Background: an optimization exercise with open tools, aiming at small area and a short achievable clock period. Do not read the settings as production practice.
Function was checked by simulation only, so behaviour that the tests miss may differ from the original.
No activity file was given, so power comes from the tool's default toggle rates.

<file path="flow/design.v">
module  fir(
	input clk,
	input rst_n,
	input enable,
	input [2:0] tap,		 
	input [15:0] data_in,
	output [17:0] data_out,
	output complete
);
reg [15:0] d1;			 
reg v1, v2, v3, done;		 
reg [5:2] ld;			 
reg [15:0] h1, h2;		 
reg [2:0] h2c;			 
reg [15:0] h3, h4, h5;		 
reg [17:0] e2s, e2c, b2c;	 
reg [17:0] p3, g3;		 
reg [17:0] result;
always @(posedge clk)
	d1 <= data_in;
always @(posedge clk or negedge rst_n) begin
	if (!rst_n) begin
		v1 <= 1'b0;
		v2 <= 1'b0;
		v3 <= 1'b0;
		done <= 1'b0;
		ld <= 4'b0;
	end else begin
		v1 <= enable;
		v2 <= v1;
		v3 <= v2;
		done <= v3;
		ld[2] <= enable & (tap > 3'd2);
		ld[3] <= enable & (tap > 3'd3);
		ld[4] <= enable & (tap > 3'd4);
		ld[5] <= enable & (tap > 3'd5);
	end
end
wire [12:0] h1x3_lo = {1'b0, h1[11:0]} + {h1[10:0], 1'b0};
wire [4:0] h1x3_c4 = {1'b0, h1[3:0]} + {h1[2:0], 1'b0};
wire [8:0] h1x3_c8 = {1'b0, h1[7:0]} + {h1[6:0], 1'b0};
wire [2:0] h1c = {h1x3_lo[12], h1x3_c8[8], h1x3_c4[4]};
wire [3:0] t0 = h2[3:0] + {h2[2:0], 1'b0};
wire [3:0] t1 = h2[7:4] + h2[6:3] + h2c[0];
wire [3:0] t2 = h2[11:8] + h2[10:7] + h2c[1];
wire [3:0] t3 = h2[15:12] + h2[14:11] + h2c[2];
wire [15:0] h2x3 = {t3, t2, t1, t0};
always @(posedge clk or negedge rst_n) begin
	if (!rst_n) begin
		h1 <= 0;
		h2 <= 0;
		h2c <= 0;
		h3 <= 0;
		h4 <= 0;
		h5 <= 0;
	end else begin
		if (v1) h1 <= d1;
		if (ld[2]) begin
			h2 <= h1;
			h2c <= h1c;
		end
		if (ld[3]) h3 <= h2x3;
		if (ld[4]) h4 <= h3;
		if (ld[5]) h5 <= h4;
	end
end
wire [17:0] o0 = {2'b0, d1};
wire [17:0] o1 = {2'b0, h1[14:0], 1'b0};
wire [17:0] o2 = {2'b0, h2[14:0], 1'b0};
wire [17:0] o3 = {2'b0, h3};
wire [17:0] o4 = {2'b0, h4};
wire [17:0] o5 = {2'b0, h5};
wire [17:0] a_s = o0 ^ o1 ^ o2;
wire [17:0] a_c = ((o0 & o1) | (o0 & o2) | (o1 & o2)) << 1;
wire [17:0] b_s = o3 ^ o4 ^ o5;
wire [17:0] b_c = ((o3 & o4) | (o3 & o5) | (o4 & o5)) << 1;
wire [17:0] e_s = a_s ^ a_c ^ b_s;
wire [17:0] e_c = ((a_s & a_c) | (a_s & b_s) | (a_c & b_s)) << 1;
always @(posedge clk) begin
	e2s <= e_s;
	e2c <= e_c;
	b2c <= b_c;
end
wire [17:0] f_s = e2s ^ e2c ^ b2c;
wire [17:0] f_c = ((e2s & e2c) | (e2s & b2c) | (e2c & b2c)) << 1;
always @(posedge clk) begin
	p3 <= f_s ^ f_c;
	g3 <= f_s & f_c;
end
wire [17:0] gg1 = g3 | (p3 & {g3[16:0], 1'b0});
wire [17:0] pp1 = p3 & {p3[16:0], 1'b0};
wire [17:0] gg2 = gg1 | (pp1 & {gg1[15:0], 2'b0});
wire [17:0] pp2 = pp1 & {pp1[15:0], 2'b0};
wire [17:0] gg3 = gg2 | (pp2 & {gg2[13:0], 4'b0});
wire [17:0] pp3 = pp2 & {pp2[13:0], 4'b0};
wire [17:0] gg4 = gg3 | (pp3 & {gg3[9:0], 8'b0});
wire [17:0] pp4 = pp3 & {pp3[9:0], 8'b0};
wire [17:0] gg5 = gg4 | (pp4 & {gg4[1:0], 16'b0});
wire [17:0] sum = p3 ^ {gg5[16:0], 1'b0};
always @(posedge clk or negedge rst_n) begin
	if (!rst_n)
		result <= 0;
	else if (v3)
		result <= sum;
end
assign data_out = result;
assign complete = done;
endmodule
</file>
<file path="flow/flow/run.sh">
#!/bin/bash
# The standard ORFS layout (the same make call and settings as
# standard.sh, including its synthesis script), with these changes:
#  - port buffers are buf_2 cells (buffer_ports picks delay cells by itself);
#  - Yosys synth runs with -noabc, so no generic abc pass runs before
#    extract_fa (fewer inverters around the adder cells);
#  - clock tree: clkbuf_8 buffers, sinks clustered in groups of up to 15,
#    and no dummy load cells.
# make's output goes to make.log and ORFS keeps each step's log under
# orfs/logs; write_def.log holds the DEF export.
set -euo pipefail
W=$(pwd)
make -C "$FLOW_HOME" DESIGN_CONFIG="$W/config.mk" WORK_HOME="$W/orfs" CLKGATE_MAP_FILE= \
  SYNTH_SCRIPT="$W/synth_recipe.tcl" \
  BUFFER_PORTS_ARGS="-buffer_cell sky130_fd_sc_hd__buf_2" \
  SYNTH_ARGS=-noabc \
  CTS_ARGS="-sink_clustering_enable -repair_clock_nets -buf_list sky130_fd_sc_hd__clkbuf_8 -dont_use_dummy_load -sink_clustering_size 15 -sink_clustering_max_diameter 100" \
  finish > "$W/make.log" 2>&1
R="$W/orfs/results/$FLOW_PLATFORM/fir/base"
: # left out here: write the final layout as DEF
</file>
<file path="flow/standard.sh">
#!/bin/bash
# synth_recipe.tcl (not shown) runs the flow's synth.tcl, then flattens the netlist and writes it again
# the make line also repeats each setting of config.mk as NAME=value (left out here)
make -C /OpenROAD-flow-scripts/flow DESIGN_CONFIG=/design/flow/config.mk WORK_HOME=/design/flow/orfs CLKGATE_MAP_FILE= SYNTH_SCRIPT=/design/flow/synth_recipe.tcl "${@:-finish}"
</file>
<file path="flow/config.mk">
export PLATFORM = sky130hd
export DESIGN_NAME = fir
export DESIGN_NICKNAME = fir
export VERILOG_FILES = /design/flow/design.v
export SDC_FILE = /design/flow/constraint.sdc
export NUM_CORES = 4
export LEC_CHECK = 0
export CAP_MARGIN = 20
export CORE_MARGIN = 2
export CORE_UTILIZATION = 40
export CTS_BUF_LIST = sky130_fd_sc_hd__clkbuf_8
export SETUP_SLACK_MARGIN = 1.9
export SLEW_MARGIN = 20
export TNS_END_PERCENT = 5
</file>
<file path="flow/constraint.sdc">
create_clock -name core_clock -period 4.0 [get_ports {clk}]
set_input_delay 0.8000 -clock core_clock [delete_from_list [all_inputs] [get_ports {clk}]]
set_output_delay 0.8000 -clock core_clock [all_outputs]
set_load 0.01 [all_outputs]
</file>
==> results of run 1 <==
==> where the power goes <==
group          switching, mW  internal [mW]
Sequential             0.695           2.97
Combinational           1.10           1.29
Clock                  0.618          0.384
Total                   2.41           4.65
==> metal layers <==
layer | part of all wire [%] | up-vias
li1 | - | 2073
met4 | 2.1 | 0
met2 | 43 | 61
met5 | 0 | -
met3 | 3.1 | 20
met1 | 51 | 2138
==> state kept, by name, summed over array words and instances, names as in the netlist <==
register and cells:
v1 1, b2c 16, h3 16, h5 16
e2c 16, v3 1, h1 16, h2 16
done 1, d1 16, h4 16, v2 1
p3 18, e2s 17, ld 4, h2c 3
g3 15, result 18
==> final timing paths <==
path | startpoint | cells after the start | slack [ns] | endpoint
worst min-delay path | rst_n | 2 | 0.34 | result[1]
worst max-delay path | result[0] | 1 | 2.15 | data_out[0]
max in group asynchronous | rst_n | 2 | 3.13 | h2[15]
worst min register to register | e2s[0] | 0 | 0.34 | p3[0]
worst max register to register | h2[4] | 3 | 2.22 | h3[5]
min in group core_clock | e2s[0] | 0 | 0.34 | p3[0]
==> layout by cell type (no fill, tap or decap), types with 10 or more instances in the layout <==
cell type / instances
buf_2: 39
fa_1: 68
clkbuf_8: 17
mux2_2: 82
ha_1: 35
xnor2_1: 16
dfrtp_1: 108
o21ai_0: 10
nand2_1: 20
nor2_1: 24
a21oi_1: 27
dfxtp_1: 98
==> what timing repair did <==
item | in CTS | in global routing
cloned | 0 | 0
gates resized for setup | 1 | 1
endpoints found under the setup margin | 1 | 1
setup buffers | 0 | 0
==> logic make-up (layout without fill, tap and decap cells) <==
kind of cell | after synthesis | count (layout) | synth area share (%)
DFF | 207 | 207 | 54.9
muxes | 86 | 86 | 11.3
AOI/OAI and AO/OA | 72 | 72 | 5.70
and+or+nand+nor | 77 | 77 | 4.42
adders and majority gates | 103 | 103 | 21.1
xor gates and xnor gates | 16 | 16 | 1.64
buffers and inverters | 18 | 59 | 0.966
==> metrics by stage <==
stage                     total power [mW]  hold WS, ns  area (um2)  setup WS, ns  util (%)
final                                 7.06        0.337        9270          2.15      44.1
after global routing                  7.79        0.339        9270          2.08      44.1
after CTS                             7.22        0.335        9270          1.91      44.1
after detailed placement              6.18        0.318        9030          1.71      43.0
after global placement                6.05        0.319        9030          1.79      43.0
after floorplan                       5.32        0.310        8540          2.33         -
==> cell type report <==
cell class | count | area [um2]
Clock buffer | 17 | 234
Timing Repair Buffer | 41 | 223
Inverter | 1 | 5.00
Tap cell | 275 | 344
Multi-Input combinational cell | 354 | 3770
Sequential cell | 207 | 4690
Fill cell | 1885 | 11800
==> flow_summary.json, run 1 <==
{
  "synthTopCellsByCount": "dfrtp_1 (109), dfxtp_1 (98), mux2_2 (82)",
  "min_path_type": "in2async",
  "dieWidth_um": 150,
  "grt_overflow": 0,
  "drcViolationCount": 0,
  "ys_types": 50,
  "io_pins": 41,
  "cts_buffers": 17,
  "maxCapViolCount": 0,
  "clk_latency_ns": 0.52,
  "cts_hold_buf": 0,
  "grt_pass1_wl_um": 23000,
  "path_cells": "buf_2",
  "synth_top_area_cell": "dfrtp_1",
  "cts_sinks": 207,
  "vdd_drop_max_uv": 218,
  "hpwl_um": 10000,
  "io_buffers": 40,
  "cp.buffers_inverters": 1,
  "relSlewSlack_pct": 37.2,
  "grt_pass1_vias": 4563,
  "vias": 4292,
  "fmax_ghz": 0.540,
  "htree_num_levels": 1,
  "wl_per_cell_um": 15.2,
  "ant_nets": 0,
  "critPathMaxFanout": 2,
  "root_buffer": "clkbuf_8",
  "yosysMostFrequentCell": "dfrtp_1",
  "dr.pass1.iters": 4,
  "grt_start_max_net_pins": 110,
  "met3_usage_pct": 1.82,
  "cts_buffer_depth": 3,
  "core_area_mm2": 0.0210,
  "drive_gt1_share_pct": 25.3,
  "place.gp.congestion": 0.789,
  "required_ns": 3.20,
  "finalHoldViolations": 0,
  "instances_no_fill": 895,
  "syn2layout_area_growth_pct": 8.48,
  "crit_arrival_ns": 1.05,
  "finalNetCount": 747,
  "slowest_stage": "dfrtp_1",
  "dieArea_mm2": 0.0225,
  "num_rows": 53,
  "synth_seq_cells": 207,
  "first_iter_violations": 139,
  "start_util_pct": 40.6,
  "busiest_layer": "met2",
  "p_leak_nw": 3.91,
  "synth_area_mm2": 0.00854,
  "synth_area_leaders": "dfrtp_1 (32%), dfxtp_1 (23%), fa_1 (16%)",
  "powerDensity_mw_per_mm2": 762,
  "tightest_slew_ns": 0.942,
  "seq_area_frac_synth_pct": 54.9,
  "synthArstFlopShare_pct": 52.7,
  "via_per_inst": 4.80,
  "synth.net_count": 704,
  "slew_viol_final": 0,
  "yosysWarnings": 1,
  "worstSetupPathType": "reg2out",
  "max_stage_delay_ns": 0.40,
  "grt_use_met1_pct": 18.8,
  "synth_edf_count": 0,
  "grt_use_total_pct": 12.7,
  "rsz0062_at_grt": "false",
  "synth_ff_type": "dfrtp_1",
  "syn_area_per_cell_um2": 14.8,
  "layout_min_cycle_time_ns": 1.85,
  "netlist_instances": 579,
  "fin_crit_sh_pct": 46.3,
  "netlist.area_leader.share_pct": 31.9,
  "finalSetupViolCount": 0,
  "cts_tree": "built",
  "n_antenna_cell": 0,
  "status": "complete, no violations",
  "met2_usage_pct": 19.4,
  "clock_skew_ns": 0.0529,
  "die_height_um": 150,
  "antenna_found_initial": 0,
  "tns_ns": 0,
  "clk_pin_slew_worst_paths_ns": 0.09,
  "worst_setup_path_start_kind": "flip-flop",
  "crit_path_end_kind": "output pin",
  "path_delay_family": "flip-flops",
  "place_inst": 878,
  "drt_wl_total_um": 13600
}
==> run 2: changes to the inputs <==
--- a/flow/flow/run.sh
+++ b/flow/flow/run.sh
@@ -14,7 +14,7 @@
   SYNTH_SCRIPT="$W/synth_recipe.tcl" \
   BUFFER_PORTS_ARGS="-buffer_cell sky130_fd_sc_hd__buf_2" \
   SYNTH_ARGS=-noabc \
-  CTS_ARGS="-sink_clustering_enable -repair_clock_nets -buf_list sky130_fd_sc_hd__clkbuf_8 -dont_use_dummy_load -sink_clustering_size 15 -sink_clustering_max_diameter 100" \
+  CTS_ARGS="-sink_clustering_enable -repair_clock_nets -buf_list sky130_fd_sc_hd__clkbuf_8 -dont_use_dummy_load -root_buf sky130_fd_sc_hd__clkbuf_16 -sink_clustering_size 15 -sink_clustering_max_diameter 100" \
   finish > "$W/make.log" 2>&1
 R="$W/orfs/results/$FLOW_PLATFORM/fir/base"
 : # left out here: write the final layout as DEF
==> run 2 against run 1 <==
  * Critical path type unchanged
  * Die area stayed put
  * Cell area is 0.36% higher
  * Power is 1.2% higher
==> flow_summary.json, run 2 <==
{
  "synth-simple-area-share_pct": 4.42,
  "path_cells": "buf_2",
  "synthArstFlopShare_pct": 52.7,
  "postCtsSetupRepairBufs": 0,
  "num_rows": 53,
  "grt_pass1_vias": 4570,
  "htree_num_levels": 1,
  "seq_area_frac_synth_pct": 54.9,
  "max_stage_delay_ns": 0.40,
  "vias": 4305,
  "tns_ns": 0,
  "ys_types": 50,
  "status": "complete, no violations",
  "synth_top_family_by_area": "adder cells",
  "synth_fa_ha_area_share_pct": 21.1,
  "cts_tree": "built",
  "tightest_slew_ns": 0.942,
  "synth_area_mm2": 0.00854,
  "dieArea_mm2": 0.0225,
  "power_frac_seq_pct": 51.4,
  "placed_cell_area_mm2": 0.00903,
  "maxCapViolCount": 0,
  "finalSetupViolCount": 0,
  "drcViolationCount": 0,
  "fmax_ghz": 0.552,
  "comb_power_share_pct": 33.6,
  "io_buffers": 40,
  "ctsResizeCount": 1,
  "powerDensity_mw_per_mm2": 768,
  "start_util_pct": 40.6,
  "synth_seq_cells": 207,
  "rr_worst_depth": 3,
  "crit_path_end_kind": "output pin",
  "yosysWarnings": 1,
  "synthTopCellsByCount": "dfrtp_1 (109), dfxtp_1 (98), mux2_2 (82)",
  "slowest_stage": "dfrtp_1",
  "min_path_type": "reg2reg",
  "grt_use_total_pct": 12.8,
  "min_from": "e2s[0]",
  "path_delay_family": "flip-flops",
  "wl_per_cell_um": 15.2,
  "ant_nets": 0,
  "reg.largest.list": "p3 (18), result (18), e2s (17)",
  "dr.pass1.iters": 4,
  "cts_sinks": 207,
  "synth_edf_count": 0,
  "final_common_cell": "dfrtp_1",
  "switching_share_pct": 33.9,
  "rrSetupSlack_ns": 2.22,
  "clk_pin_slew_worst_paths_ns": 0.09,
  "multiInputGateArea_mm2": 0.00377,
  "critPathMaxFanout": 2,
  "synth_compound_area_share_pct": 5.70,
  "num-fill-cells": 1883,
  "netlist_instances": 579,
  "synth_top_area_cell": "dfrtp_1",
  "synthXorXnorAreaFrac_pct": 1.64,
  "clock_skew_ns": 0.0478,
  "min_path_cells": 0,
  "cts_buffers": 17,
  "setup.worst_path.start": "result[0]",
  "stdcell_area_mm2": 0.00930,
  "grt_overflow": 0,
  "synth_area_leaders": "dfrtp_1 (32%), dfxtp_1 (23%), fa_1 (16%)",
  "hpwl_um": 10000,
  "io_pins": 41,
  "drt_wl_total_um": 13600,
  "cts_buffer_depth": 3,
  "met2_usage_pct": 19.6,
  "cts_hold_buf": 0,
  "root_buffer": "clkbuf_16",
  "syn2layout_area_growth_pct": 8.87,
  "slew_viol_final": 0,
  "relSlewSlack_pct": 37.2,
  "timing.rr.start": "h2[4]",
  "layout_min_cycle_time_ns": 1.81,
  "clk_latency_ns": 0.48,
  "worstSetupPathType": "reg2out",
  "seq_area_mm2": 0.00469,
  "rsz0062_at_grt": "false",
  "grt_start_max_net_pins": 110,
  "synth_mux_area_share_pct": 11.3,
  "syn_area_per_cell_um2": 14.8,
  "netlist.area_leader.share_pct": 31.9,
  "vdd_drop_max_uv": 234,
  "r2r_end": "h3[5]",
  "p_leak_nw": 3.93,
  "worst_setup_path_start_kind": "flip-flop",
  "mostFrequentLayoutCells": "dfrtp_1 (108), dfxtp_1 (98), mux2_2 (82), fa_1 (68), buf_2 (39)",
  "synth_ff_type": "dfrtp_1",
  "grt_pass1_wl_um": 23000,
  "endpoint": "data_out[0]",
  "fin_crit_sh_pct": 45.3,
  "via_per_inst": 4.81,
  "finalHoldViolations": 0,
  "cp.buffers_inverters": 1,
  "grt_use_met1_pct": 18.8,
  "die_height_um": 150,
  "finalNetCount": 747,
  "synth.net_count": 704,
  "core_area_mm2": 0.0210,
  "switchingPower_mw": 2.42,
  "busiest_layer": "met2",
  "drive_gt1_share_pct": 25.3,
  "dieWidth_um": 150,
  "pwr-share-clk_pct": 15.0,
  "met3_usage_pct": 1.85,
  "antenna_found_initial": 0,
  "yosysMostFrequentCell": "dfrtp_1",
  "first_iter_violations": 160,
  "required_ns": 3.20,
  "crit_cells": 1,
  "n_antenna_cell": 0,
  "crit_arrival_ns": 1.01,
  "place.gp.congestion": 0.789,
  "power.internal_mw": 4.72
}
run 2: cell counts after synthesis:
No cell type changed its count.
run 2: worst register-to-register path: stages (launching register included):
cell and delay [ns]:
dfrtp_1 0.48, fa_1 0.47, fa_1 0.45, mux2_2 0.27
run 2: layer usage:
| layer | routed length (um) | share of wire, % | up-vias |
|---|---|---|---|
| li1 | - | - | 2074 |
| met1 | 6980 | 51 | 2152 |
| met2 | 5970 | 44 | 59 |
| met3 | 397 | 2.9 | 20 |
| met4 | 283 | 2.1 | 0 |
| met5 | 0 | 0 | - |
run 2: worst min path at each step:
stage,endpoint,slack [ns]
2_1_floorplan,p3[0],0.31
3_3_place_gp,p3[0],0.32
3_5_place_dp,p3[0],0.32
4_1_cts,p3[0],0.34
5_1_grt,p3[0],0.35
6_report,p3[0],0.34
run 2: area by class of cell:
cell class,instances,share of cell area [%]
multi-input cells,354,40.6
well taps,275,3.70
clock buffers,17,2.88
flip-flops and latches,207,50.4
repair buffers,41,2.39
inverters,1,0.0538
run 2: per-stage QoR:
step	util, %	setup slack, ns	hold WS [ns]	power (mW)	instances
detailed placement	43.0	1.71	0.318	6.18	878
global route	44.3	2.11	0.353	7.87	895
CTS	44.2	1.92	0.339	7.30	895
finish	44.3	2.19	0.337	7.14	895
global placement	43.0	1.79	0.319	6.05	878
floorplan	-	2.33	0.310	5.32	579
run 2: cell families after synthesis:
kind of cell / Yosys count
multiplexers: 86
adder cells (fa/ha/maj): 103
AND/OR/NAND/NOR: 77
flip-flops: 207
AO/OA/AOI/OAI: 72
XOR/XNOR: 16
buffers and inverters: 18
run 2: power by group through the flow:
stage	clock, mW	combinational [mW]	sequential (mW)
after floorplan	0	1.75	3.57
after global placement	0	2.35	3.70
after detailed placement	0	2.44	3.74
after CTS	1.14	2.47	3.69
after global routing	1.21	2.85	3.82
final	1.07	2.40	3.67
==> run 3: changes to the inputs <==
--- a/flow/flow/run.sh
+++ b/flow/flow/run.sh
@@ -4,7 +4,8 @@
 #  - port buffers are buf_2 cells (buffer_ports picks delay cells by itself);
 #  - Yosys synth runs with -noabc, so no generic abc pass runs before
 #    extract_fa (fewer inverters around the adder cells);
-#  - clock tree: clkbuf_8 buffers, sinks clustered in groups of up to 15,
+#  - clock tree: clkbuf_8 buffers with a clkbuf_16 at the root, sinks
+#    clustered in groups of up to 15,
 #    and no dummy load cells.
 # make's output goes to make.log and ORFS keeps each step's log under
 # orfs/logs; write_def.log holds the DEF export.
--- a/flow/config.mk
+++ b/flow/config.mk
@@ -9,6 +9,6 @@
 export CORE_MARGIN = 2
 export CORE_UTILIZATION = 40
 export CTS_BUF_LIST = sky130_fd_sc_hd__clkbuf_8
-export SETUP_SLACK_MARGIN = 1.9
+export SETUP_SLACK_MARGIN = 2.3
 export SLEW_MARGIN = 20
-export TNS_END_PERCENT = 5
+export TNS_END_PERCENT = 20
==> run 3 against run 2 <==
  * Still clean on timing, DRC and antenna
  * Register-to-register slack about the same
  * Critical endpoint unchanged
  * Combinational power increased by 2%
  * Largest cell class unchanged
  * Sequential share of layout area decreased by 0.27 points
  * Core utilization increased by 0.26 points
  * Clock power about the same
  * Critical path depth unchanged
==> flow_summary.json, run 3 <==
{
  "p_leak_nw": 3.95,
  "num_rows": 53,
  "powerDensity_mw_per_mm2": 768,
  "ys_types": 50,
  "root_buffer": "clkbuf_16",
  "first_iter_violations": 149,
  "vdd_drop_max_uv": 234,
  "tightest_slew_ns": 0.946,
  "reg.largest.list": "p3 (18), result (18), e2s (17)",
  "io_buffers": 40,
  "met3_usage_pct": 1.85,
  "finalNetCount": 750,
  "dieWidth_um": 150,
  "grt_pass1_wl_um": 23100,
  "status": "complete, no violations",
  "worst_setup_path_start_kind": "flip-flop",
  "path_cells": "buf_2",
  "fmax_ghz": 0.552,
  "slowest_stage": "dfrtp_1",
  "met2_usage_pct": 19.6,
  "slew_viol_final": 0,
  "crit_arrival_ns": 1.01,
  "grt_pass1_vias": 4571,
  "placed_cell_area_mm2": 0.00903,
  "n_antenna_cell": 0,
  "rr_worst_depth": 3,
  "core_area_mm2": 0.0210,
  "finalHoldViolations": 0,
  "io_pins": 41,
  "clk_latency_ns": 0.48,
  "drcViolationCount": 0,
  "maxCapViolCount": 0,
  "num-fill-cells": 1880,
  "grt_start_max_net_pins": 110,
  "synth_seq_cells": 207,
  "cts_buffers": 17,
  "cts_sinks": 207,
  "vias": 4296,
  "drive_gt1_share_pct": 26.8,
  "wl_per_cell_um": 15.2,
  "worstSetupPathType": "reg2out",
  "yosysWarnings": 1,
  "synthTopCellsByCount": "dfrtp_1 (109), dfxtp_1 (98), mux2_2 (82)",
  "place.gp.congestion": 0.789,
  "timing.rr.start": "h2[4]",
  "crit_cells": 1,
  "drt_wl_total_um": 13700,
  "layout_min_cycle_time_ns": 1.81,
  "path_delay_family": "flip-flops",
  "yosysMostFrequentCell": "dfrtp_1",
  "busiest_layer": "met2",
  "die_height_um": 150,
  "r2r_end": "h3[5]",
  "dr.pass1.iters": 4,
  "rrSetupSlack_ns": 2.22,
  "fin_crit_sh_pct": 45.3,
  "antenna_found_initial": 0,
  "endpoint": "data_out[0]",
  "required_ns": 3.20,
  "rsz0062_at_grt": "true",
  "netlist_instances": 579,
  "syn_area_per_cell_um2": 14.8,
  "synthArstFlopShare_pct": 52.7,
  "ant_nets": 0,
  "via_per_inst": 4.78,
  "grt_use_met1_pct": 18.8,
  "cts_buffer_depth": 3,
  "clk_pin_slew_worst_paths_ns": 0.09,
  "final_common_cell": "dfrtp_1",
  "crit_path_end_kind": "output pin",
  "stdcell_area_mm2": 0.00936,
  "synth_ff_type": "dfrtp_1",
  "cp.buffers_inverters": 1,
  "grt_use_total_pct": 12.8,
  "finalSetupViolCount": 0,
  "synth.net_count": 704,
  "min_path_type": "reg2reg",
  "tns_ns": 0,
  "synth_area_mm2": 0.00854,
  "critPathMaxFanout": 2,
  "synth_top_area_cell": "dfrtp_1",
  "setup.worst_path.start": "result[0]",
  "relSlewSlack_pct": 36.9,
  "synth_edf_count": 0,
  "dieArea_mm2": 0.0225,
  "max_stage_delay_ns": 0.40,
  "seq_area_frac_synth_pct": 54.9,
  "cts_tree": "built",
  "mostFrequentLayoutCells": "dfrtp_1 (107), dfxtp_1 (97), mux2_2 (82), fa_1 (68), buf_2 (37)",
  "grt_overflow": 0,
  "start_util_pct": 40.6,
  "synth_area_leaders": "dfrtp_1 (32%), dfxtp_1 (23%), fa_1 (16%)",
  "hpwl_um": 10000,
  "syn2layout_area_growth_pct": 9.52,
  "htree_num_levels": 1,
  "netlist.area_leader.share_pct": 31.9,
  "clock_skew_ns": 0.0485
}
run 3: cell families (layout without fill, tap and decap cells):
group | count (synthesis) | after routing | share of synthesized area (%)
flip-flops | 207 | 207 | 54.9
XOR/XNOR | 16 | 16 | 1.64
adder cells (fa/ha/maj) | 103 | 103 | 21.1
AO/OA/AOI/OAI | 72 | 72 | 5.70
multiplexers | 86 | 86 | 11.3
AND/OR/NAND/NOR | 77 | 77 | 4.42
buffers and inverters | 18 | 62 | 0.966
run 3: layer usage:
layer	routed length [um]	vias to the layer above
met4	283	0
met2	6010	62
met1	6960	2139
li1	-	2075
met3	396	20
met5	0	-
run 3: how the worst min path moves through the flow:
stage                start  endpoint  slack (ns)  cells past startpoint
floorplan           e2s[0]     p3[0]        0.31                      0
global placement    e2s[0]     p3[0]        0.32                      0
detailed placement  e2s[0]     p3[0]        0.32                      0
CTS                 e2s[0]     p3[0]        0.34                      0
global route        e2s[0]     p3[0]        0.35                      0
finish              e2s[0]     p3[0]        0.34                      0
run 3: repair_timing:
action	4_1_cts	5_1_grt
hold buffers	0	0
pin swaps	3	1
buffers inserted	0	3
resized for setup	5	7
setup endpoints to repair	37	36
run 3: metrics by stage:
stage / total power [mW] / instances / hold WS [ns] / setup slack (ns) / util [%]
final: 7.19 / 898 / 0.337 / 2.19 / 44.5
after detailed placement: 6.18 / 878 / 0.318 / 1.71 / 43.0
after floorplan: 5.32 / 579 / 0.310 / 2.33 / -
after CTS: 7.31 / 895 / 0.339 / 2.15 / 44.3
after global placement: 6.05 / 878 / 0.319 / 1.79 / 43.0
after global routing: 7.92 / 898 / 0.353 / 2.13 / 44.5
run 3: cell type report:
cell class                 instances  area, um2  area share, %
multi-input combinational        354       3790           40.5
clock buffer                      17        268           2.86
tap                              275        344           3.68
inverter                           1       5.00         0.0535
sequential                       207       4690           50.2
timing repair buffer              44        258           2.75
run 3: where the power goes:
part           internal (mW)  switching [mW]  leakage (nW)
clock network          0.451           0.623         0.138
registers               2.98           0.697          2.10
logic                   1.33            1.11          1.71
total                   4.75            2.43          3.95
==> run 4: changes to the inputs <==
--- a/flow/config.mk
+++ b/flow/config.mk
@@ -11,4 +11,4 @@
 export CTS_BUF_LIST = sky130_fd_sc_hd__clkbuf_8
 export SETUP_SLACK_MARGIN = 2.3
 export SLEW_MARGIN = 20
-export TNS_END_PERCENT = 20
+export TNS_END_PERCENT = 100
==> run 4 against run 3 <==
  * Cell count rose by 3.0%
  * Hold slack barely moved
  * First-iteration DRC count increased by 1.3%
  * Combinational power grew 9.8%
  * Register-to-register slack better by 0.10 ns
  * Sequential power barely moved
  * Synthesized cell count is the same
  * Global-route usage is 0.16 points higher
  * Sequential share of layout area shrank 1.5 points
  * Wire length up 1.8%
  * Clock skew barely moved
  * Setup slack improved by 0.0010 ns
==> flow_summary.json, run 4 <==
{
  "comb_power_share_pct": 36.1,
  "slowest_stage": "dfrtp_1",
  "synth_area_leaders": "dfrtp_1 (32%), dfxtp_1 (23%), fa_1 (16%)",
  "powerDensity_mw_per_mm2": 770,
  "finalHoldViolations": 0,
  "grt_start_max_net_pins": 110,
  "synth_top_area_cell": "dfrtp_1",
  "drcViolationCount": 0,
  "synth.net_count": 704,
  "busiest_layer": "met2",
  "syn_area_per_cell_um2": 14.8,
  "netlist.area_leader.share_pct": 31.9,
  "seq_area_frac_synth_pct": 54.9,
  "htree_num_levels": 1,
  "status": "complete, no violations",
  "maxCapViolCount": 0,
  "grt_pass1_vias": 4668,
  "num-fill-cells": 1864,
  "cts_buffers": 17,
  "syn2layout_area_growth_pct": 13.0,
  "fmax_ghz": 0.552,
  "rsz0062_at_grt": "true",
  "synthArstFlopShare_pct": 52.7,
  "place.gp.congestion": 0.789,
  "min_path_cells": 0,
  "cts_buffer_depth": 3,
  "synthXorXnorAreaFrac_pct": 1.64,
  "power_frac_seq_pct": 49.5,
  "final_common_cell": "dfrtp_1",
  "power.internal_mw": 4.94,
  "synthTopCellsByCount": "dfrtp_1 (109), dfxtp_1 (98), mux2_2 (82)",
  "synth_area_mm2": 0.00854,
  "cts_tree": "built",
  "synth_fa_ha_area_share_pct": 21.1,
  "grt_overflow": 0,
  "dp_slack_ns": 1.71,
  "dieWidth_um": 150,
  "finalSetupViolCount": 0,
  "die_height_um": 150,
  "switchingPower_mw": 2.49,
  "grt_use_met1_pct": 18.9,
  "fin_crit_sh_pct": 45.3,
  "grt_pass1_wl_um": 23400,
  "timing.rr.start": "h2[12]",
  "synth_seq_cells": 207,
  "crit_arrival_ns": 1.01,
  "ant_nets": 0,
  "met2_usage_pct": 20.1,
  "r2r_end": "e2s[13]",
  "synth_ff_type": "dfrtp_1",
  "io_pins": 41,
  "path_cells": "buf_2",
  "synth_compound_area_share_pct": 5.70,
  "relSlewSlack_pct": 36.6,
  "grt_use_total_pct": 13.0,
  "vdd_drop_max_uv": 235,
  "crit_cells": 1,
  "multiInputGateArea_mm2": 0.00382,
  "root_buffer": "clkbuf_16",
  "p_leak_nw": 4.09,
  "drt_wl_total_um": 13900,
  "pwr-share-clk_pct": 14.4,
  "fin_ws_ns": 2.19,
  "tns_ns": 0,
  "stdcell_area_mm2": 0.00966,
  "reg.largest.list": "p3 (18), result (18), e2s (17)",
  "cp.buffers_inverters": 1,
  "wl_per_cell_um": 15.0,
  "vias": 4425,
  "cts_sinks": 207,
  "hpwl_um": 10000,
  "clk_latency_ns": 0.48,
  "min_path_type": "reg2reg",
  "yosysMostFrequentCell": "dfrtp_1",
  "mostFrequentLayoutCells": "dfrtp_1 (104), dfxtp_1 (97), mux2_2 (82), fa_1 (63), ha_1 (34)",
  "start_util_pct": 40.6,
  "dr.pass1.iters": 4,
  "switching_share_pct": 33.5,
  "n_antenna_cell": 0,
  "clk_pin_slew_worst_paths_ns": 0.09,
  "finalNetCount": 777,
  "hold_path_end": "p3[0]",
  "tightest_slew_ns": 0.950,
  "synth_mux_area_share_pct": 11.3,
  "synth_edf_count": 0,
  "seq_area_mm2": 0.00470,
  "dieArea_mm2": 0.0225,
  "slew_viol_final": 0,
  "first_iter_violations": 151,
  "synth-simple-area-share_pct": 4.42,
  "cts_hold_buf": 0,
  "met3_usage_pct": 1.85,
  "path_delay_family": "flip-flops",
  "max_stage_delay_ns": 0.40,
  "required_ns": 3.20,
  "rr_worst_depth": 3,
  "drive_gt1_share_pct": 30.9,
  "worstSetupPathType": "reg2out",
  "crit_path_end_kind": "output pin",
  "ys_types": 50,
  "critPathMaxFanout": 2,
  "yosysWarnings": 1,
  "num_rows": 53,
  "antenna_found_initial": 0,
  "worst_setup_path_start_kind": "flip-flop",
  "io_buffers": 40,
  "synth_top_family_by_area": "adder cells",
  "layout_min_cycle_time_ns": 1.81,
  "min_from": "e2s[0]",
  "clock_skew_ns": 0.0481,
  "via_per_inst": 4.78,
  "netlist_instances": 579,
  "core_area_mm2": 0.0210,
  "rrSetupSlack_ns": 2.32,
  "placed_cell_area_mm2": 0.00903
}
run 4: cell counts after synthesis:
No cell type changed its count.
run 4: logic make-up after synthesis:
kind of cell / after synthesis
and+or+nand+nor: 77
DFF: 207
buffers and inverters: 18
xor gates and xnor gates: 16
muxes: 86
AOI/OAI and AO/OA: 72
adders and majority gates: 103
run 4: repair_timing:
item	CTS	global route
buffers inserted	19	11
setup endpoints to repair	37	35
pin swaps	4	9
hold endpoints to repair	0	0
gates resized for setup	15	23
run 4: layer usage:
layer  routed length, um  up-vias
li1                    -     2129
met1                7000     2210
met2                6200       66
met3                 410       20
met4                 283        0
met5                   0        -
run 4: power by group through the flow:
stage / clock [mW] / sequential (mW) / combinational (mW)
2_1_floorplan: 0 / 3.57 / 1.75
3_3_place_gp: 0 / 3.70 / 2.35
3_5_place_dp: 0 / 3.74 / 2.44
4_1_cts: 1.14 / 3.68 / 2.60
5_1_grt: 1.20 / 3.82 / 3.15
6_report: 1.07 / 3.68 / 2.68
run 4: area by class of cell:
class | count | area share, %
repair buffers | 71 | 5.36
clock buffers | 17 | 2.77
inverters | 1 | 0.0518
multi-input cells | 354 | 39.6
well taps | 275 | 3.56
flip-flops and latches | 207 | 48.7
run 4: how the worst max path moves through the flow:
stage / endpoint / from
2_1_floorplan: h3[5] / h2[3]
3_3_place_gp: result[13] / v3
3_5_place_dp: result[13] / v3
4_1_cts: data_out[0] / result[0]
5_1_grt: data_out[0] / result[0]
6_report: data_out[0] / result[0]
run 4: through the flow:
step                total power [mW]  hold WS [ns]  util (%)  instances
global route                    8.18         0.353      45.9        925
floorplan                       5.32         0.310         -        579
global placement                6.05         0.319      43.0        878
finish                          7.43         0.337      45.9        925
detailed placement              6.18         0.318      43.0        878
CTS                             7.42         0.339      45.1        914
==> run 5: changes to the inputs <==
--- a/flow/config.mk
+++ b/flow/config.mk
@@ -9,6 +9,6 @@
 export CORE_MARGIN = 2
 export CORE_UTILIZATION = 40
 export CTS_BUF_LIST = sky130_fd_sc_hd__clkbuf_8
-export SETUP_SLACK_MARGIN = 2.3
+export SETUP_SLACK_MARGIN = 1.9
 export SLEW_MARGIN = 20
-export TNS_END_PERCENT = 100
+export TNS_END_PERCENT = 5
==> run 5 against run 4 <==
  * Flip-flop and latch count unchanged
  * Hold slack barely moved
  * Combinational power is about 10% lower
  * Die area is the same
  * Critical path type unchanged
  * Critical endpoint unchanged
  * Largest cell class unchanged
  * Highest routed layer unchanged
==> flow_summary.json, run 5 <==
{
  "synthArstFlopShare_pct": 52.7,
  "io_buffers": 40,
  "synth_seq_cells": 207,
  "io_pins": 41,
  "grt_pass1_wl_um": 23000,
  "grt_start_max_net_pins": 110,
  "relSlewSlack_pct": 37.2,
  "final_common_cell": "dfrtp_1",
  "synthXorXnorAreaFrac_pct": 1.64,
  "place.gp.congestion": 0.789,
  "path_cells": "buf_2",
  "tns_ns": 0,
  "p_leak_nw": 3.93,
  "syn2layout_area_growth_pct": 8.87,
  "finalSetupViolCount": 0,
  "synth_compound_area_share_pct": 5.70,
  "antenna_found_initial": 0,
  "powerDensity_mw_per_mm2": 768,
  "clk_latency_ns": 0.48,
  "rsz0062_at_grt": "false",
  "start_util_pct": 40.6,
  "num-fill-cells": 1883,
  "vias": 4305,
  "via_per_inst": 4.81,
  "synth_top_family_by_area": "adder cells",
  "slowest_stage": "dfrtp_1",
  "yosysWarnings": 1,
  "core_area_mm2": 0.0210,
  "wl_per_cell_um": 15.2,
  "grt_overflow": 0,
  "postCtsSetupRepairBufs": 0,
  "cts_sinks": 207,
  "fmax_ghz": 0.552,
  "path_delay_family": "flip-flops",
  "cp.buffers_inverters": 1,
  "yosysMostFrequentCell": "dfrtp_1",
  "max_stage_delay_ns": 0.40,
  "min_path_type": "reg2reg",
  "synthTopCellsByCount": "dfrtp_1 (109), dfxtp_1 (98), mux2_2 (82)",
  "synth_edf_count": 0,
  "ant_nets": 0,
  "synth_area_leaders": "dfrtp_1 (32%), dfxtp_1 (23%), fa_1 (16%)",
  "synth_fa_ha_area_share_pct": 21.1,
  "worstSetupPathType": "reg2out",
  "synth_area_mm2": 0.00854,
  "dieArea_mm2": 0.0225,
  "finalHoldViolations": 0,
  "required_ns": 3.20,
  "dr.pass1.iters": 4,
  "first_iter_violations": 160,
  "hpwl_um": 10000,
  "root_buffer": "clkbuf_16",
  "synth_ff_type": "dfrtp_1",
  "netlist_instances": 579,
  "synth-simple-area-share_pct": 4.42,
  "cts_buffer_depth": 3,
  "drive_gt1_share_pct": 25.3,
  "htree_num_levels": 1,
  "worst_setup_path_start_kind": "flip-flop",
  "mostFrequentLayoutCells": "dfrtp_1 (108), dfxtp_1 (98), mux2_2 (82), fa_1 (68), buf_2 (39)",
  "grt_use_total_pct": 12.8,
  "seq_area_frac_synth_pct": 54.9,
  "reg.largest.list": "p3 (18), result (18), e2s (17)",
  "status": "complete, no violations",
  "maxCapViolCount": 0,
  "n_antenna_cell": 0,
  "die_height_um": 150,
  "fin_crit_sh_pct": 45.3,
  "ys_types": 50,
  "netlist.area_leader.share_pct": 31.9,
  "layout_min_cycle_time_ns": 1.81,
  "whs_ns": 0.337,
  "cts_buffers": 17,
  "num_rows": 53,
  "drcViolationCount": 0,
  "critPathMaxFanout": 2,
  "vdd_drop_max_uv": 234,
  "finalNetCount": 747,
  "drt_wl_total_um": 13600,
  "slew_viol_final": 0,
  "clk_pin_slew_worst_paths_ns": 0.09,
  "dieWidth_um": 150,
  "syn_area_per_cell_um2": 14.8,
  "cts_tree": "built",
  "synth_top_area_cell": "dfrtp_1",
  "crit_arrival_ns": 1.01,
  "clock_skew_ns": 0.0478,
  "crit_path_end_kind": "output pin",
  "synth.net_count": 704,
  "grt_pass1_vias": 4570,
  "tightest_slew_ns": 0.942,
  "synth_mux_area_share_pct": 11.3
}
## run 5: cell counts after synthesis
Identical to the previous run, type by type.
## run 5: through the flow
stage          worst slack (ns)  instance area [um2]  utilization [%]  power [mW]  std cells
2_1_floorplan              2.33                 8540                -        5.32        579
3_3_place_gp               1.79                 9030             43.0        6.05        878
3_5_place_dp               1.71                 9030             43.0        6.18        878
4_1_cts                    1.92                 9300             44.2        7.30        895
5_1_grt                    2.11                 9300             44.3        7.87        895
6_report                   2.19                 9300             44.3        7.14        895
## run 5: kinds of logic after synthesis
family                   after synthesis
flip-flops                           207
adder cells (fa/ha/maj)              103
multiplexers                          86
AND/OR/NAND/NOR                       77
AO/OA/AOI/OAI                         72
buffers and inverters                 18
XOR/XNOR                              16
## run 5: worst paths after layout
kind,startpoint,to,slack [ns],cells past startpoint
min in group asynchronous,rst_n,result[1],0.38,2
min,e2s[0],p3[0],0.34,0
max in group asynchronous,rst_n,h2[15],3.11,2
max,result[0],data_out[0],2.19,1
min reg2reg,e2s[0],p3[0],0.34,0
max reg2reg,h2[4],h3[5],2.22,3
## run 5: repair_timing
item                                    CTS  global route
hold buffers                              0             0
gates resized for setup                   1             1
endpoints found under the setup margin    1             1
## run 5: layout make-up
cell class	instances	area, um2	area share (%)
inverters	1	5.00	0.0538
multi-input cells	354	3770	40.6
well taps	275	344	3.70
clock buffers	17	268	2.88
repair buffers	41	223	2.39
flip-flops and latches	207	4690	50.4
## run 5: power by group
group,internal [mW],switching (mW),leakage [nW]
clock,0.451,0.624,0.138
sequential,2.97,0.695,2.10
combinational,1.29,1.11,1.69
total,4.72,2.42,3.93
## run 5: metal layers
layer | GRT usage, % | wire, um | up-vias
met5 | 0 | 0 | -
met4 | 4.20 | 283 | 0
met3 | 1.85 | 397 | 20
met2 | 19.6 | 5970 | 59
met1 | 18.8 | 6980 | 2152
li1 | - | - | 2074
==> run 6: changes to the inputs <==
==> flow/flow/run.sh (replaced) <==
#!/bin/bash
# The standard ORFS layout (the same make call and settings as
# standard.sh, including its synthesis script), with these changes:
#  - port buffers are buf_2 cells (buffer_ports picks delay cells by itself);
#  - Yosys synth runs with -noabc, so no generic abc pass runs before
#    extract_fa (fewer inverters around the adder cells);
#  - clock tree: clkbuf_8 buffers with a clkbuf_16 at the root, sinks
#    clustered in groups of up to 18,
#    and no dummy load cells.
# make's output goes to make.log and ORFS keeps each step's log under
# orfs/logs; write_def.log holds the DEF export.
set -euo pipefail
W=$(pwd)
make -C "$FLOW_HOME" DESIGN_CONFIG="$W/config.mk" WORK_HOME="$W/orfs" CLKGATE_MAP_FILE= \
  SYNTH_SCRIPT="$W/synth_recipe.tcl" \
  BUFFER_PORTS_ARGS="-buffer_cell sky130_fd_sc_hd__buf_2" \
  SYNTH_ARGS=-noabc \
  CTS_ARGS="-sink_clustering_enable -repair_clock_nets -buf_list sky130_fd_sc_hd__clkbuf_8 -dont_use_dummy_load -root_buf sky130_fd_sc_hd__clkbuf_16 -sink_clustering_size 18 -sink_clustering_max_diameter 100" \
  finish > "$W/make.log" 2>&1
R="$W/orfs/results/$FLOW_PLATFORM/fir/base"
: # left out here: write the final layout as DEF
==> run 6 against run 5 <==
  * Still clean
  * Setup slack gained 0.0049 ns
  * Clock power shrank 5%
  * Register-to-register slack about the same
  * Hold slack better by 0.0076 ns
  * Count of clock-buffer cells in the layout fell by 2
  * Sequential share of layout area increased by 0.15 points
  * Global-route usage is 0.066 points lower
  * Flip-flop and latch count is the same
  * Critical path depth is the same
  * Clock skew fell by 0.0055 ns
  * Cell count down 0.22%
  * Critical path type unchanged
  * Critical endpoint is now data_out[16]
  * Largest cell class unchanged
==> flow_summary.json, run 6 <==
{
  "seq_area_frac_synth_pct": 54.9,
  "root_buffer": "clkbuf_16",
  "syn_area_per_cell_um2": 14.8,
  "rsz0062_at_grt": "false",
  "num-fill-cells": 1882,
  "p_leak_nw": 3.91,
  "syn2layout_area_growth_pct": 8.55,
  "grt_use_total_pct": 12.7,
  "synth_fa_ha_area_share_pct": 21.1,
  "finalNetCount": 745,
  "n_antenna_cell": 0,
  "relSlewSlack_pct": 36.6,
  "drive_gt1_share_pct": 25.1,
  "cts_buffer_depth": 3,
  "place.gp.congestion": 0.789,
  "synth_top_area_cell": "dfrtp_1",
  "dieWidth_um": 150,
  "synthArstFlopShare_pct": 52.7,
  "postCtsSetupRepairBufs": 0,
  "post-route-util_pct": 44.1,
  "drt_wl_total_um": 13600,
  "endpoint": "data_out[16]",
  "placed_cell_area_mm2": 0.00903,
  "cts_tree": "built",
  "min_path_type": "reg2reg",
  "io_pins": 41,
  "crit_path_end_kind": "output pin",
  "start_util_pct": 40.6,
  "rrSetupSlack_ns": 2.22,
  "finalSetupViolCount": 0,
  "clock_skew_ns": 0.0423,
  "clk_latency_ns": 0.47,
  "whs_ns": 0.345,
  "synth_area_leaders": "dfrtp_1 (32%), dfxtp_1 (23%), fa_1 (16%)",
  "worstSetupPathType": "reg2out",
  "synth_compound_area_share_pct": 5.70,
  "rr_worst_depth": 3,
  "cts_sinks": 207,
  "tns_ns": 0,
  "synthTopCellsByCount": "dfrtp_1 (109), dfxtp_1 (98), mux2_2 (82)",
  "vias": 4285,
  "slowest_stage": "dfrtp_1",
  "ys_types": 50,
  "hpwl_um": 10000,
  "synth-simple-area-share_pct": 4.42,
  "final_common_cell": "dfrtp_1",
  "grt_start_max_net_pins": 110,
  "wl_per_cell_um": 15.2,
  "worst_setup_path_start_kind": "flip-flop",
  "cp.buffers_inverters": 1,
  "ant_nets": 0,
  "status": "complete, no violations",
  "via_per_inst": 4.80,
  "mostFrequentLayoutCells": "dfrtp_1 (108), dfxtp_1 (98), mux2_2 (82), fa_1 (68), buf_2 (39)",
  "finalHoldViolations": 0,
  "core_area_mm2": 0.0210,
  "die_height_um": 150,
  "crit_cells": 1,
  "grt_overflow": 0,
  "synth_area_mm2": 0.00854,
  "synth.net_count": 704,
  "synthXorXnorAreaFrac_pct": 1.64,
  "reg.largest.list": "p3 (18), result (18), e2s (17)",
  "fin_crit_sh_pct": 45.2,
  "synth_edf_count": 0,
  "crit_arrival_ns": 1.01,
  "powerDensity_mw_per_mm2": 765,
  "fmax_ghz": 0.553,
  "vdd_drop_max_uv": 269,
  "synth_mux_area_share_pct": 11.3,
  "grt_pass1_vias": 4552,
  "cts_buffers": 15,
  "io_buffers": 40,
  "stdcell_area_mm2": 0.00928,
  "synth_top_family_by_area": "adder cells",
  "setup.worst_path.start": "result[16]",
  "synth_ff_type": "dfrtp_1",
  "path_cells": "buf_2",
  "yosysWarnings": 1,
  "timing.rr.start": "h2[8]",
  "layout_min_cycle_time_ns": 1.81,
  "r2r_end": "h3[9]",
  "netlist_instances": 579,
  "max_stage_delay_ns": 0.40,
  "tightest_slew_ns": 0.951,
  "htree_num_levels": 1,
  "dr.pass1.iters": 4,
  "maxCapViolCount": 0,
  "path_delay_family": "flip-flops",
  "dieArea_mm2": 0.0225,
  "grt_pass1_wl_um": 22900,
  "drcViolationCount": 0,
  "clk_pin_slew_worst_paths_ns": 0.11,
  "critPathMaxFanout": 2,
  "required_ns": 3.20,
  "first_iter_violations": 131,
  "antenna_found_initial": 0,
  "synth_seq_cells": 207,
  "yosysMostFrequentCell": "dfrtp_1",
  "num_rows": 53,
  "slew_viol_final": 0,
  "netlist.area_leader.share_pct": 31.9
}
## run 6: cell types whose count changed in the layout (fill, tap and decap cells not counted), sizes merged
cell	change
clkbuf	-2
## run 6: power breakdown
group	internal, mW	total, mW	switching, mW	leakage, nW
registers	2.97	3.67	0.696	2.10
logic	1.30	2.40	1.11	1.69
clock network	0.408	1.02	0.611	0.123
## run 6: area by class of cell
cell class | instances | area [um2] | share of cell area (%)
clock buffers | 15 | 240 | 2.59
inverters | 1 | 5.00 | 0.0540
multi-input cells | 354 | 3770 | 40.7
flip-flops and latches | 207 | 4690 | 50.6
well taps | 275 | 344 | 3.71
repair buffers | 41 | 223 | 2.40
## run 6: kinds of logic after synthesis
group           after synthesis
flops                       207
fa+ha+maj                   103
mux                          86
simple gates                 77
compound gates               72
buf+inv                      18
xor+xnor                     16
## run 6: worst min path at each step
| stage | start | end | slack [ns] | cells past startpoint |
|---|---|---|---|---|
| after global placement | e2s[0] | p3[0] | 0.32 | 0 |
| after detailed placement | e2s[0] | p3[0] | 0.32 | 0 |
| after global routing | e2s[0] | p3[0] | 0.35 | 0 |
| after floorplan | e2s[0] | p3[0] | 0.31 | 0 |
| final | e2s[0] | p3[0] | 0.34 | 0 |
| after CTS | e2s[0] | p3[0] | 0.34 | 0 |
## run 6: timing repair
| action | CTS | global route |
|---|---|---|
| endpoints found under the setup margin | 1 | 1 |
| pin swaps | 0 | 0 |
| resized for setup | 1 | 1 |
| hold buffers | 0 | 0 |
## run 6: metrics by stage
step | setup slack [ns] | power, mW | instances
6_report | 2.19 | 7.09 | 893
5_1_grt | 2.09 | 7.82 | 893
4_1_cts | 1.95 | 7.24 | 893
3_5_place_dp | 1.71 | 6.18 | 878
3_3_place_gp | 1.79 | 6.05 | 878
2_1_floorplan | 2.33 | 5.32 | 579
## run 6: metal layers
| layer | vias up | global-route usage, % | part of all wire, % |
|---|---|---|---|
| li1 | 2064 | - | - |
| met1 | 2158 | 18.6 | 51 |
| met4 | 0 | 3.25 | 1.0 |
| met5 | - | 0 | 0 |
| met3 | 7 | 2.12 | 3.0 |
| met2 | 56 | 19.9 | 45 |
==> run 7: changes to the inputs <==
==> flow/flow/run.sh (replaced) <==
#!/bin/bash
# The standard ORFS layout (the same make call and settings as
# standard.sh, including its synthesis script), with these changes:
#  - port buffers are buf_2 cells (buffer_ports picks delay cells by itself);
#  - Yosys synth runs with -noabc, so no generic abc pass runs before
#    extract_fa (fewer inverters around the adder cells);
#  - clock tree: clkbuf_8 buffers with a clkbuf_16 at the root, sinks
#    clustered in groups of up to 17,
#    and no dummy load cells.
# make's output goes to make.log and ORFS keeps each step's log under
# orfs/logs; write_def.log holds the DEF export.
set -euo pipefail
W=$(pwd)
make -C "$FLOW_HOME" DESIGN_CONFIG="$W/config.mk" WORK_HOME="$W/orfs" CLKGATE_MAP_FILE= \
  SYNTH_SCRIPT="$W/synth_recipe.tcl" \
  BUFFER_PORTS_ARGS="-buffer_cell sky130_fd_sc_hd__buf_2" \
  SYNTH_ARGS=-noabc \
  CTS_ARGS="-sink_clustering_enable -repair_clock_nets -buf_list sky130_fd_sc_hd__clkbuf_8 -dont_use_dummy_load -root_buf sky130_fd_sc_hd__clkbuf_16 -sink_clustering_size 17 -sink_clustering_max_diameter 100" \
  finish > "$W/make.log" 2>&1
R="$W/orfs/results/$FLOW_PLATFORM/fir/base"
: # left out here: write the final layout as DEF
==> run 7 against run 6 <==
  * Still clean
  * Maximum frequency shrank 0.18%
  * Power is essentially flat
  * Area after synthesis is the same
  * Non-clock buffer count is the same
  * Wire length shrank 0.36%
  * Global-route usage shrank 0.10 points
  * Clock power is essentially flat
  * Core utilization grew 0.065 points
  * First-iteration DRC count grew 3.1%
  * Hold slack lost 0.0080 ns
  * Clock skew grew 0.030 ns
  * Critical endpoint is now data_out[0]
==> flow_summary.json, run 7 <==
{
  "rsz0062_at_grt": "false",
  "finalNetCount": 746,
  "finalHoldViolations": 0,
  "drcViolationCount": 0,
  "seq_area_mm2": 0.00469,
  "p_leak_nw": 3.92,
  "yosysMostFrequentCell": "dfrtp_1",
  "synth_area_mm2": 0.00854,
  "cts_buffers": 16,
  "first_iter_violations": 135,
  "tns_ns": 0,
  "cts_buffer_depth": 3,
  "worst_setup_path_start_kind": "flip-flop",
  "seq_area_frac_synth_pct": 54.9,
  "crit_arrival_ns": 1.01,
  "core_area_mm2": 0.0210,
  "mostFrequentLayoutCells": "dfrtp_1 (108), dfxtp_1 (98), mux2_2 (82), fa_1 (68), buf_2 (39)",
  "n_antenna_cell": 0,
  "required_ns": 3.20,
  "tightest_slew_ns": 0.942,
  "whs_ns": 0.337,
  "netlist.area_leader.share_pct": 31.9,
  "crit_path_end_kind": "output pin",
  "root_buffer": "clkbuf_16",
  "layout_min_cycle_time_ns": 1.81,
  "max_stage_delay_ns": 0.41,
  "synthTopCellsByCount": "dfrtp_1 (109), dfxtp_1 (98), mux2_2 (82)",
  "cts_tree": "built",
  "htree_num_levels": 1,
  "start_util_pct": 40.6,
  "endpoint": "data_out[0]",
  "antenna_found_initial": 0,
  "ant_nets": 0,
  "synth_seq_cells": 207,
  "dp_slack_ns": 1.71,
  "io_buffers": 40,
  "vdd_drop_max_uv": 238,
  "r2r_end": "h3[9]",
  "die_height_um": 150,
  "path_cells": "buf_2",
  "vias": 4295,
  "slew_viol_final": 0,
  "ys_types": 50,
  "multiInputGateArea_mm2": 0.00377,
  "synth_top_area_cell": "dfrtp_1",
  "grt_pass1_vias": 4561,
  "p_total_mw": 7.09,
  "crit_cells": 1,
  "place.gp.congestion": 0.789,
  "worstSetupPathType": "reg2out",
  "grt_pass1_wl_um": 22900,
  "reg.largest.list": "p3 (18), result (18), e2s (17)",
  "via_per_inst": 4.80,
  "finalSetupViolCount": 0,
  "maxCapViolCount": 0,
  "dieWidth_um": 150,
  "num_rows": 53,
  "syn2layout_area_growth_pct": 8.71,
  "fin_crit_sh_pct": 45.3,
  "dr.pass1.iters": 4,
  "min_from": "e2s[0]",
  "dieArea_mm2": 0.0225,
  "status": "complete, no violations",
  "min_path_type": "reg2reg",
  "wl_per_cell_um": 15.1,
  "powerDensity_mw_per_mm2": 764,
  "placed_cell_area_mm2": 0.00903,
  "cts_hold_buf": 0,
  "grt_overflow": 0,
  "clk_pin_slew_worst_paths_ns": 0.10,
  "yosysWarnings": 1,
  "synthArstFlopShare_pct": 52.7,
  "synth_edf_count": 0,
  "fmax_ghz": 0.552,
  "io_pins": 41,
  "hpwl_um": 10000,
  "drt_wl_total_um": 13500,
  "rrSetupSlack_ns": 2.23,
  "critPathMaxFanout": 2,
  "clock_skew_ns": 0.0720,
  "num-fill-cells": 1873,
  "final_common_cell": "dfrtp_1",
  "stdcell_area_mm2": 0.00929,
  "netlist_instances": 579,
  "synth.net_count": 704,
  "syn_area_per_cell_um2": 14.8,
  "path_delay_family": "flip-flops",
  "drive_gt1_share_pct": 25.2,
  "synth_area_leaders": "dfrtp_1 (32%), dfxtp_1 (23%), fa_1 (16%)",
  "grt_use_total_pct": 12.6,
  "relSlewSlack_pct": 37.2,
  "fin_ws_ns": 2.19,
  "clk_latency_ns": 0.47,
  "setup.worst_path.start": "result[0]",
  "grt_start_max_net_pins": 110,
  "cts_sinks": 207,
  "synth_ff_type": "dfrtp_1",
  "rr_worst_depth": 3,
  "postCtsSetupRepairBufs": 0,
  "cp.buffers_inverters": 1,
  "slowest_stage": "dfrtp_1",
  "timing.rr.start": "h2[8]"
}
## run 7: cell counts after synthesis
No cell type changed its count.
## run 7: layout make-up
class,instances,area share (%)
multi-input cells,354,40.6
flip-flops and latches,207,50.5
repair buffers,41,2.40
well taps,275,3.70
inverters,1,0.0539
clock buffers,16,2.73
## run 7: through the flow
step,instances,utilization (%)
after floorplan,579,-
after global placement,878,43.0
after detailed placement,878,43.0
after CTS,894,44.2
after global routing,894,44.2
final,894,44.2
## run 7: how the worst min path moves through the flow
| stage | end | slack (ns) | cells past startpoint |
|---|---|---|---|
| finish | p3[0] | 0.34 | 0 |
| global route | p3[0] | 0.35 | 0 |
| CTS | p3[0] | 0.34 | 0 |
| detailed placement | p3[0] | 0.32 | 0 |
| global placement | p3[0] | 0.32 | 0 |
| floorplan | p3[0] | 0.31 | 0 |
## run 7: per-layer routing
| metal | global-route usage [%] | vias to the layer above | share of wire [%] |
|---|---|---|---|
| met2 | 19.5 | 63 | 43 |
| met4 | 3.58 | 0 | 1.7 |
| li1 | - | 2070 | - |
| met5 | 0 | - | 0 |
| met1 | 18.5 | 2143 | 51 |
| met3 | 2.06 | 19 | 3.4 |
## run 7: timing repair
action / CTS / global route
setup endpoints to repair: 1 / 1
pin swaps: 0 / 0
gates resized for setup: 1 / 1
## run 7: kinds of logic after synthesis
kind of cell	after synthesis	synth area share (%)
AOI/OAI and AO/OA	72	5.70
xor gates and xnor gates	16	1.64
muxes	86	11.3
and+or+nand+nor	77	4.42
buffers and inverters	18	0.966
DFF	207	54.9
adders and majority gates	103	21.1
## run 7: where the power goes
part           switching, mW  internal, mW  total, mW  leakage (nW)
Sequential             0.694          2.97       3.67          2.10
Clock                  0.608         0.428       1.04         0.130
Combinational           1.10          1.29       2.39          1.69
Total                   2.40          4.69       7.09          3.92
==> run 8: changes to the inputs <==
==> flow/flow/run.sh (replaced) <==
#!/bin/bash
# The standard ORFS layout (same make targets and settings as standard.sh),
# with these changes: port buffers are buf_2 cells instead of the delay
# cells buffer_ports picks by itself; Yosys synth runs with -noabc, so its generic abc pass does not run before extract_fa.
# Each tool's output goes to a log file here.
set -euo pipefail
W=$(pwd)
make -C "$FLOW_HOME" DESIGN_CONFIG="$W/config.mk" WORK_HOME="$W/orfs" CLKGATE_MAP_FILE= \
  SYNTH_SCRIPT="$W/synth_recipe.tcl" \
  BUFFER_PORTS_ARGS="-buffer_cell sky130_fd_sc_hd__buf_2" SYNTH_ARGS=-noabc CTS_ARGS="-sink_clustering_enable -repair_clock_nets -buf_list sky130_fd_sc_hd__clkbuf_8 -dont_use_dummy_load" \
  finish > "$W/make.log" 2>&1
R="$W/orfs/results/$FLOW_PLATFORM/fir/base"
: # left out here: write the final layout as DEF
==> run 8 against run 7 <==
  * Count of clock-buffer cells in the layout is 19 higher
  * Critical path depth stayed put
  * Combinational power hardly changed
  * Die area stayed put
  * Cell area is 2.5% higher
  * Wire length is 1.8% higher
  * Global-route usage is 0.45 points higher
  * Area after synthesis stayed put
  * Via count is 3.1% higher
  * Power is 6.5% higher
  * Critical path type unchanged
  * Critical endpoint unchanged
  * Largest power group unchanged
==> flow_summary.json, run 8 <==
{
  "status": "complete, no violations",
  "stdcell_area_mm2": 0.00952,
  "start_util_pct": 40.6,
  "reg.largest.list": "p3 (18), result (18), e2s (17)",
  "cts_buffer_depth": 3,
  "clock_skew_ns": 0.0294,
  "io_buffers": 40,
  "root_buffer": "clkbuf_8",
  "io_pins": 41,
  "postCtsSetupRepairBufs": 0,
  "place.gp.congestion": 0.789,
  "yosysMostFrequentCell": "dfrtp_1",
  "powerDensity_mw_per_mm2": 794,
  "rr_worst_depth": 3,
  "n_antenna_cell": 0,
  "cts_tree": "built",
  "drcViolationCount": 0,
  "slowest_stage": "dfrtp_1",
  "seq_area_frac_synth_pct": 54.9,
  "placed_cell_area_mm2": 0.00903,
  "ant_nets": 0,
  "first_iter_violations": 119,
  "grt_use_total_pct": 13.1,
  "synth_ff_type": "dfrtp_1",
  "slew_viol_final": 0,
  "fmax_ghz": 0.550,
  "final_common_cell": "dfrtp_1",
  "netlist.area_leader.share_pct": 31.9,
  "timing.rr.start": "h2[8]",
  "layout_min_cycle_time_ns": 1.82,
  "crit_path_end_kind": "output pin",
  "hpwl_um": 10000,
  "via_per_inst": 4.85,
  "clk_pin_slew_worst_paths_ns": 0.05,
  "p_leak_nw": 4.04,
  "grt_pass1_wl_um": 23500,
  "worstSetupPathType": "reg2out",
  "grt_start_max_net_pins": 110,
  "synth.net_count": 704,
  "finalHoldViolations": 0,
  "synthTopCellsByCount": "dfrtp_1 (109), dfxtp_1 (98), mux2_2 (82)",
  "yosysWarnings": 1,
  "finalNetCount": 765,
  "synth_area_mm2": 0.00854,
  "min_path_type": "reg2reg",
  "fin_crit_sh_pct": 45.4,
  "synth_edf_count": 0,
  "crit_arrival_ns": 1.02,
  "grt_pass1_vias": 4735,
  "antenna_found_initial": 0,
  "dieArea_mm2": 0.0225,
  "die_height_um": 150,
  "cp.buffers_inverters": 1,
  "cts_sinks": 207,
  "wl_per_cell_um": 15.1,
  "critPathMaxFanout": 2,
  "cts_buffers": 35,
  "path_delay_family": "flip-flops",
  "r2r_end": "h3[9]",
  "num_rows": 53,
  "worst_setup_path_start_kind": "flip-flop",
  "dieWidth_um": 150,
  "place_inst": 878,
  "clk_latency_ns": 0.49,
  "maxCapViolCount": 0,
  "setup.worst_path.start": "result[0]",
  "finalSetupViolCount": 0,
  "core_area_mm2": 0.0210,
  "synth_top_area_cell": "dfrtp_1",
  "crit_cells": 1,
  "rsz0062_at_grt": "false",
  "vdd_drop_max_uv": 243,
  "post-route-util_pct": 45.3,
  "drive_gt1_share_pct": 27.4,
  "tns_ns": 0,
  "instances_no_fill": 913,
  "drt_wl_total_um": 13800,
  "vias": 4426,
  "cts_hold_buf": 0,
  "p_total_mw": 7.56,
  "rrSetupSlack_ns": 2.23,
  "syn_area_per_cell_um2": 14.8,
  "syn2layout_area_growth_pct": 11.4,
  "path_cells": "buf_2",
  "endpoint": "data_out[0]",
  "max_stage_delay_ns": 0.39,
  "required_ns": 3.20,
  "synth_seq_cells": 207,
  "tightest_slew_ns": 0.943,
  "mostFrequentLayoutCells": "dfrtp_1 (108), dfxtp_1 (98), mux2_2 (82), fa_1 (68), buf_2 (39)",
  "synthArstFlopShare_pct": 52.7,
  "synth_area_leaders": "dfrtp_1 (32%), dfxtp_1 (23%), fa_1 (16%)",
  "netlist_instances": 579,
  "ys_types": 50,
  "grt_overflow": 0,
  "relSlewSlack_pct": 37.1,
  "dr.pass1.iters": 4,
  "htree_num_levels": 2
}
[run 8: changes by cell type in the layout (fill, tap and decap cells not counted)]
cell       before  now
clkbuf_8       13   35
clkbuf_16       3    0
[run 8: repair_timing]
item                                    CTS  global route
endpoints found under the setup margin    1             1
cloned                                    0             0
gates resized for setup                   1             1
[run 8: power by group]
group	total (mW)	internal [mW]	switching, mW	leakage [nW]
Combinational	2.41	1.30	1.11	1.69
Clock	1.47	0.771	0.696	0.252
Sequential	3.68	2.98	0.698	2.10
[run 8: area by class of cell]
class,count,area [um2]
fillers,1856,11500
multi-input cells,354,3770
inverters,1,5.00
well taps,275,344
repair buffers,41,223
clock buffers,35,482
flip-flops and latches,207,4690
[run 8: cells by family after synthesis]
| group | after synthesis | synth area share [%] |
|---|---|---|
| and+or+nand+nor | 77 | 4.42 |
| DFF | 207 | 54.9 |
| adders and majority gates | 103 | 21.1 |
| AOI/OAI and AO/OA | 72 | 5.70 |
| xor gates and xnor gates | 16 | 1.64 |
| buffers and inverters | 18 | 0.966 |
| muxes | 86 | 11.3 |
[run 8: worst min-delay path by stage]
stage	from	endpoint	slack [ns]	depth (start not counted)
after floorplan	e2s[0]	p3[0]	0.31	0
after global placement	e2s[0]	p3[0]	0.32	0
after detailed placement	e2s[0]	p3[0]	0.32	0
after CTS	e2s[0]	p3[0]	0.34	0
after global routing	e2s[0]	p3[0]	0.35	0
final	e2s[0]	p3[0]	0.34	0
[run 8: through the flow]
stage               worst slack (ns)  hold slack, ns
floorplan                       2.33           0.310
global placement                1.79           0.319
detailed placement              1.71           0.318
CTS                             1.93           0.337
global route                    2.09           0.346
finish                          2.18           0.336
[run 8: routing by layer]
metal  GRT usage (%)  vias to the layer above  share of wire [%]
met5               0                        -                  0
met4            4.91                        0                2.5
met3            3.06                       28                4.2
met2            19.9                       87                 44
met1            18.3                     2206                 49
li1                -                     2105                  -

re-timing with driven ports:
In the flow no input, the clock included, has a driving cell. The finished layouts below were timed again as built, in two steps.
Step 1 assumes that a clkbuf_16 drives the clock port and a buf_2 every other input.
Step 2 times the ports against the registers' clock, not the clock port: input delays grow and output delays shrink by t, the midpoint of the rising clock arrivals with the driver on.
Slacks: no drivers / after step 1 / after step 2; pairs: no drivers / after step 1.
| run | t, ns | slack for setup (ns) | latest minus earliest clock arrival (ns) | slew at the worst register clock pin (ns) | cell pins on the clock port's net |
|---|---|---|---|---|---|
| run 1 | 0.524 | 2.149 / 2.115 / 2.223 | 0.054 / 0.053 | 0.10 / 0.10 | 1 |
| run 2 | 0.494 | 2.188 / 2.148 / 2.222 | 0.048 / 0.048 | 0.10 / 0.10 | 1 |
| run 3 | 0.494 | 2.188 / 2.148 / 2.220 | 0.049 / 0.048 | 0.10 / 0.10 | 1 |
| run 4 | 0.492 | 2.189 / 2.150 / 2.318 | 0.049 / 0.048 | 0.10 / 0.10 | 1 |
| run 5 | 0.494 | 2.188 / 2.148 / 2.222 | 0.048 / 0.048 | 0.10 / 0.10 | 1 |
| run 6 | 0.485 | 2.193 / 2.153 / 2.218 | 0.042 / 0.042 | 0.12 / 0.12 | 1 |
| run 7 | 0.472 | 2.189 / 2.149 / 2.225 | 0.072 / 0.072 | 0.11 / 0.11 | 1 |
| run 8 | 0.516 | 2.183 / 2.149 / 2.228 | 0.038 / 0.038 | 0.06 / 0.06 | 1 |
After both steps setup and hold are still met in every run listed.
